What follows belongs to an exercise in optimizing a design on an open flow for small area, a short achievable clock period and few clock cycles per item; a production flow would make more cautious choices.

==> 06-10: inputs <==
==> flow/design.v <==
module bubble_sort_unit(
    input wire       CLK,
    input wire       RST,
    input wire       start_i,
    input wire  [8-1:0] in_data0_i,
    input wire  [8-1:0] in_data1_i,
    input wire  [8-1:0] in_data2_i,
    input wire  [8-1:0] in_data3_i,
    input wire  [8-1:0] in_data4_i,
    input wire  [8-1:0] in_data5_i,
    input wire  [8-1:0] in_data6_i,
    input wire  [8-1:0] in_data7_i,
    input wire  [8-1:0] in_data8_i,
    output wire [8-1:0] out_data0_o,
    output wire [8-1:0] out_data1_o,
    output wire [8-1:0] out_data2_o,
    output wire [8-1:0] out_data3_o,
    output wire [8-1:0] out_data4_o,
    output wire [8-1:0] out_data5_o,
    output wire [8-1:0] out_data6_o,
    output wire [8-1:0] out_data7_o,
    output wire [8-1:0] out_data8_o,
    output wire valid_o
);
    localparam W = 8;
    localparam IDLE = 2'd0;
    localparam SORT = 2'd1;
    localparam DONE = 2'd2;
    reg [1:0] state_r;
    reg [1:0] pass_r;
    reg [W-1:0] d_r [0:8];
    wire load_w = (state_r == IDLE);
    wire [W-1:0] in_w [0:8];
    assign in_w[0] = in_data0_i;
    assign in_w[1] = in_data1_i;
    assign in_w[2] = in_data2_i;
    assign in_w[3] = in_data3_i;
    assign in_w[4] = in_data4_i;
    assign in_w[5] = in_data5_i;
    assign in_w[6] = in_data6_i;
    assign in_w[7] = in_data7_i;
    assign in_w[8] = in_data8_i;
    wire [W-1:0] a_w [0:8];
    wire [W-1:0] m_w [0:8];
    wire [W-1:0] b_w [0:8];
    wire [3:0]   swap_b_w;
    genvar i;
    generate
        for (i = 0; i < 8; i = i + 2) begin : layer_a
            wire s = d_r[i] > d_r[i+1];
            assign a_w[i]   = s ? d_r[i+1] : d_r[i];
            assign a_w[i+1] = s ? d_r[i]   : d_r[i+1];
        end
        assign a_w[8] = d_r[8];
        for (i = 0; i < 9; i = i + 1) begin : sel
            assign m_w[i] = load_w ? in_w[i] : a_w[i];
        end
        assign b_w[0] = m_w[0];
        for (i = 1; i < 9; i = i + 2) begin : layer_b
            wire s = m_w[i] > m_w[i+1];
            assign swap_b_w[i/2] = s;
            assign b_w[i]   = s ? m_w[i+1] : m_w[i];
            assign b_w[i+1] = s ? m_w[i]   : m_w[i+1];
        end
        for (i = 0; i < 9; i = i + 1) begin : regs
            always @(posedge CLK) d_r[i] <= b_w[i];
        end
    endgenerate
    wire sorted_w = ~|swap_b_w;
    always @(posedge CLK or negedge RST) begin
        if (!RST) begin
            state_r <= IDLE;
            pass_r  <= 2'd0;
        end else begin
            case (state_r)
                IDLE: begin
                    pass_r <= 2'd0;
                    if (start_i) state_r <= SORT;
                end
                SORT: begin
                    pass_r <= pass_r + 2'd1;
                    if (sorted_w || pass_r == 2'd3) state_r <= DONE;
                end
                default: begin
                    if (!start_i) state_r <= IDLE;
                end
            endcase
        end
    end
    assign valid_o = (state_r == DONE);
    assign out_data0_o = d_r[0];
    assign out_data1_o = d_r[1];
    assign out_data2_o = d_r[2];
    assign out_data3_o = d_r[3];
    assign out_data4_o = d_r[4];
    assign out_data5_o = d_r[5];
    assign out_data6_o = d_r[6];
    assign out_data7_o = d_r[7];
    assign out_data8_o = d_r[8];
endmodule
==> flow/run.sh <==
#!/bin/bash
# synth_recipe.tcl (not shown) runs the flow's synth.tcl, then flattens the netlist and writes it again
# the make line also repeats each setting of config.mk as NAME=value (left out here)
make -C /OpenROAD-flow-scripts/flow DESIGN_CONFIG=/design/flow/config.mk WORK_HOME=/design/flow/orfs CLKGATE_MAP_FILE= SYNTH_SCRIPT=/design/flow/synth_recipe.tcl finish
==> flow/config.mk <==
export PLATFORM = sky130hd
export DESIGN_NAME = bubble_sort_unit
export DESIGN_NICKNAME = bubble_sort_unit
export VERILOG_FILES = /design/flow/design.v
export SDC_FILE = /design/flow/constraint.sdc
export NUM_CORES = 4
export LEC_CHECK = 0
export CAP_MARGIN = 20
export CORE_MARGIN = 2
export CORE_UTILIZATION = 40
export SLEW_MARGIN = 20
==> flow/constraint.sdc <==
create_clock -name core_clock -period 5.0 [get_ports {CLK}]
set_input_delay 1.0000 -clock core_clock [delete_from_list [all_inputs] [get_ports {CLK}]]
set_output_delay 1.0000 -clock core_clock [all_outputs]
set_load 0.01 [all_outputs]
==> inputs of 07-09, as changes to 06-10 <==
==> flow/design.v, changed modules only <==
module bubble_sort_unit(
    input wire       CLK,
    input wire       RST,
    input wire       start_i,
    input wire  [8-1:0] in_data0_i,
    input wire  [8-1:0] in_data1_i,
    input wire  [8-1:0] in_data2_i,
    input wire  [8-1:0] in_data3_i,
    input wire  [8-1:0] in_data4_i,
    input wire  [8-1:0] in_data5_i,
    input wire  [8-1:0] in_data6_i,
    input wire  [8-1:0] in_data7_i,
    input wire  [8-1:0] in_data8_i,
    output wire [8-1:0] out_data0_o,
    output wire [8-1:0] out_data1_o,
    output wire [8-1:0] out_data2_o,
    output wire [8-1:0] out_data3_o,
    output wire [8-1:0] out_data4_o,
    output wire [8-1:0] out_data5_o,
    output wire [8-1:0] out_data6_o,
    output wire [8-1:0] out_data7_o,
    output wire [8-1:0] out_data8_o,
    output wire valid_o
);
    localparam W = 8;
    reg         busy_r;
    reg         done_r;
    reg [1:0]   pass_r;
    reg [W-1:0] d_r [0:8];
    reg [3:0]   swap_a_r;
    wire [W-1:0] in_w [0:8];
    assign in_w[0] = in_data0_i;
    assign in_w[1] = in_data1_i;
    assign in_w[2] = in_data2_i;
    assign in_w[3] = in_data3_i;
    assign in_w[4] = in_data4_i;
    assign in_w[5] = in_data5_i;
    assign in_w[6] = in_data6_i;
    assign in_w[7] = in_data7_i;
    assign in_w[8] = in_data8_i;
    function automatic gt8(input [7:0] a, input [7:0] b);
        reg [7:0] g1, l1;
        reg [3:0] g2, l2;
        reg [1:0] g3, l3;
        integer n;
        begin
            g1 = a & ~b;
            l1 = ~a & b;
            for (n = 0; n < 4; n = n + 1) begin
                g2[n] = g1[2*n+1] | (~l1[2*n+1] & g1[2*n]);
                l2[n] = l1[2*n+1] | (~g1[2*n+1] & l1[2*n]);
            end
            for (n = 0; n < 2; n = n + 1) begin
                g3[n] = g2[2*n+1] | (~l2[2*n+1] & g2[2*n]);
                l3[n] = l2[2*n+1] | (~g2[2*n+1] & l2[2*n]);
            end
            gt8 = g3[1] | (~l3[1] & g3[0]);
        end
    endfunction
    wire [W-1:0] m_w [0:8];
    wire [W-1:0] b_w [0:8];
    wire [3:0]   swap_b_w;
    wire [3:0]   swap_a_nx_w;
    genvar i;
    generate
        for (i = 0; i < 9; i = i + 1) begin : layer_a
            if (i == 8) begin : lone
                assign m_w[i] = busy_r ? d_r[8] : in_w[8];
            end else begin : pair
                wire s = swap_a_r[i / 2];
                wire h = busy_r & ~s;
                assign m_w[i] = ({W{~busy_r}} & in_w[i])
                              | ({W{s}}       & d_r[i ^ 1])
                              | ({W{h}}       & d_r[i]);
            end
        end
        assign b_w[0] = m_w[0];
        for (i = 1; i < 9; i = i + 2) begin : layer_b
            wire s = gt8(m_w[i], m_w[i+1]);
            assign swap_b_w[i/2] = s;
            assign b_w[i]   = s ? m_w[i+1] : m_w[i];
            assign b_w[i+1] = s ? m_w[i]   : m_w[i+1];
        end
        for (i = 0; i < 9; i = i + 1) begin : regs
            always @(posedge CLK) d_r[i] <= b_w[i];
        end
        assign swap_a_nx_w[0] = gt8(m_w[0], m_w[1]) | gt8(m_w[0], m_w[2]);
        for (i = 1; i < 4; i = i + 1) begin : next_a
            assign swap_a_nx_w[i] =
                  gt8(m_w[2*i-1], m_w[2*i+1]) | gt8(m_w[2*i-1], m_w[2*i+2])
                | gt8(m_w[2*i],   m_w[2*i+1]) | gt8(m_w[2*i],   m_w[2*i+2]);
        end
    endgenerate
    always @(posedge CLK) swap_a_r <= {4{start_i}} & swap_a_nx_w;
    wire sorted_w = ~|swap_b_w | (pass_r == 2'd3);
    always @(posedge CLK or negedge RST) begin
        if (!RST) begin
            busy_r <= 1'b0;
            done_r <= 1'b0;
            pass_r <= 2'd0;
        end else begin
            busy_r <= start_i;
            done_r <= start_i & (done_r | (busy_r & sorted_w));
            pass_r <= busy_r ? pass_r + 2'd1 : 2'd0;
        end
    end
    assign valid_o = done_r;
    assign out_data0_o = d_r[0];
    assign out_data1_o = d_r[1];
    assign out_data2_o = d_r[2];
    assign out_data3_o = d_r[3];
    assign out_data4_o = d_r[4];
    assign out_data5_o = d_r[5];
    assign out_data6_o = d_r[6];
    assign out_data7_o = d_r[7];
    assign out_data8_o = d_r[8];
endmodule
==> flow/flow/run.sh (new file) <==
#!/bin/bash
# The standard layout, with the port buffers made from the smallest buffer
# cell and a clock tree of smaller buffers without dummy loads.
set -euo pipefail
bash standard.sh \
  'BUFFER_PORTS_ARGS=-buffer_cell sky130_fd_sc_hd__buf_1' \
  'CTS_ARGS=-sink_clustering_enable -repair_clock_nets -dont_use_dummy_load -buf_list sky130_fd_sc_hd__clkbuf_8' \
  finish > standard_flow.log 2>&1
==> flow/standard.sh (new file) <==
#!/bin/bash
# synth_recipe.tcl (not shown) runs the flow's synth.tcl, then flattens the netlist and writes it again
# the make line also repeats each setting of config.mk as NAME=value (left out here)
make -C /OpenROAD-flow-scripts/flow DESIGN_CONFIG=/design/flow/config.mk WORK_HOME=/design/flow/orfs CLKGATE_MAP_FILE= SYNTH_SCRIPT=/design/flow/synth_recipe.tcl "${@:-finish}"
- SETUP_SLACK_MARGIN: default -> 2.2
removed: flow/run.sh
==> results.ini <==
[global_route]
grt_pass1_vias = 6016

[run_status]
outcome = no timing/DRC/antenna violations

[cells_and_area]
seq_share_pct = 20.2
reg_top3 = d_r (72), pass_r (2), state_r (2)
multi_input_gates = 552

[drt]
routedWlPerCell_um = 18.1

The numbers above come from 06-10.

==> results.ini <==
[run_status]
outcome = no timing/DRC/antenna violations

[drt]
dr_wl_met3_mm = 1.70
ant_nets = 0

[global_route]
grt_pass1_vias = 6333

[cells_and_area]
nClkBuffers = 9
reg_top3 = d_r (72), swap_a_r (4), pass_r (2)
fillCellCount = 1334
multi_input_gates = 564

The numbers above come from 07-09.

No functional check of the RTL was part of any run of this note.

what the ideal ports hide:
The results above use ideal ports. As a check the final layouts listed here were re-extracted and re-timed, cells and wires unchanged.
Step 1: set_driving_cell puts a clkbuf_16 on CLK and a buf_2 on each other input, an assumption about the parent block.
Step 2, shift: input delay + t, output delay - t, t = (earliest + latest rising clock arrival at the registers) / 2. This alone moves slack from input paths to output paths.
Slacks: no drivers / after step 1 / after step 2; pairs: no drivers / after step 1.
| run | shift t [ns] | setup WS [ns] | pins driven straight from the clock port |
|---|---|---|---|
| 06-10 | 0.388 | 0.555 / 0.555 / 0.555 | 1 |
| 07-09 | 0.412 | 2.090 / 2.090 / 1.850 | 1 |
After both steps setup and hold are still met in every run listed. The setup slack of 07-09, which loses most, moves by 0.000 ns with the drivers and by -0.240 ns with both steps.
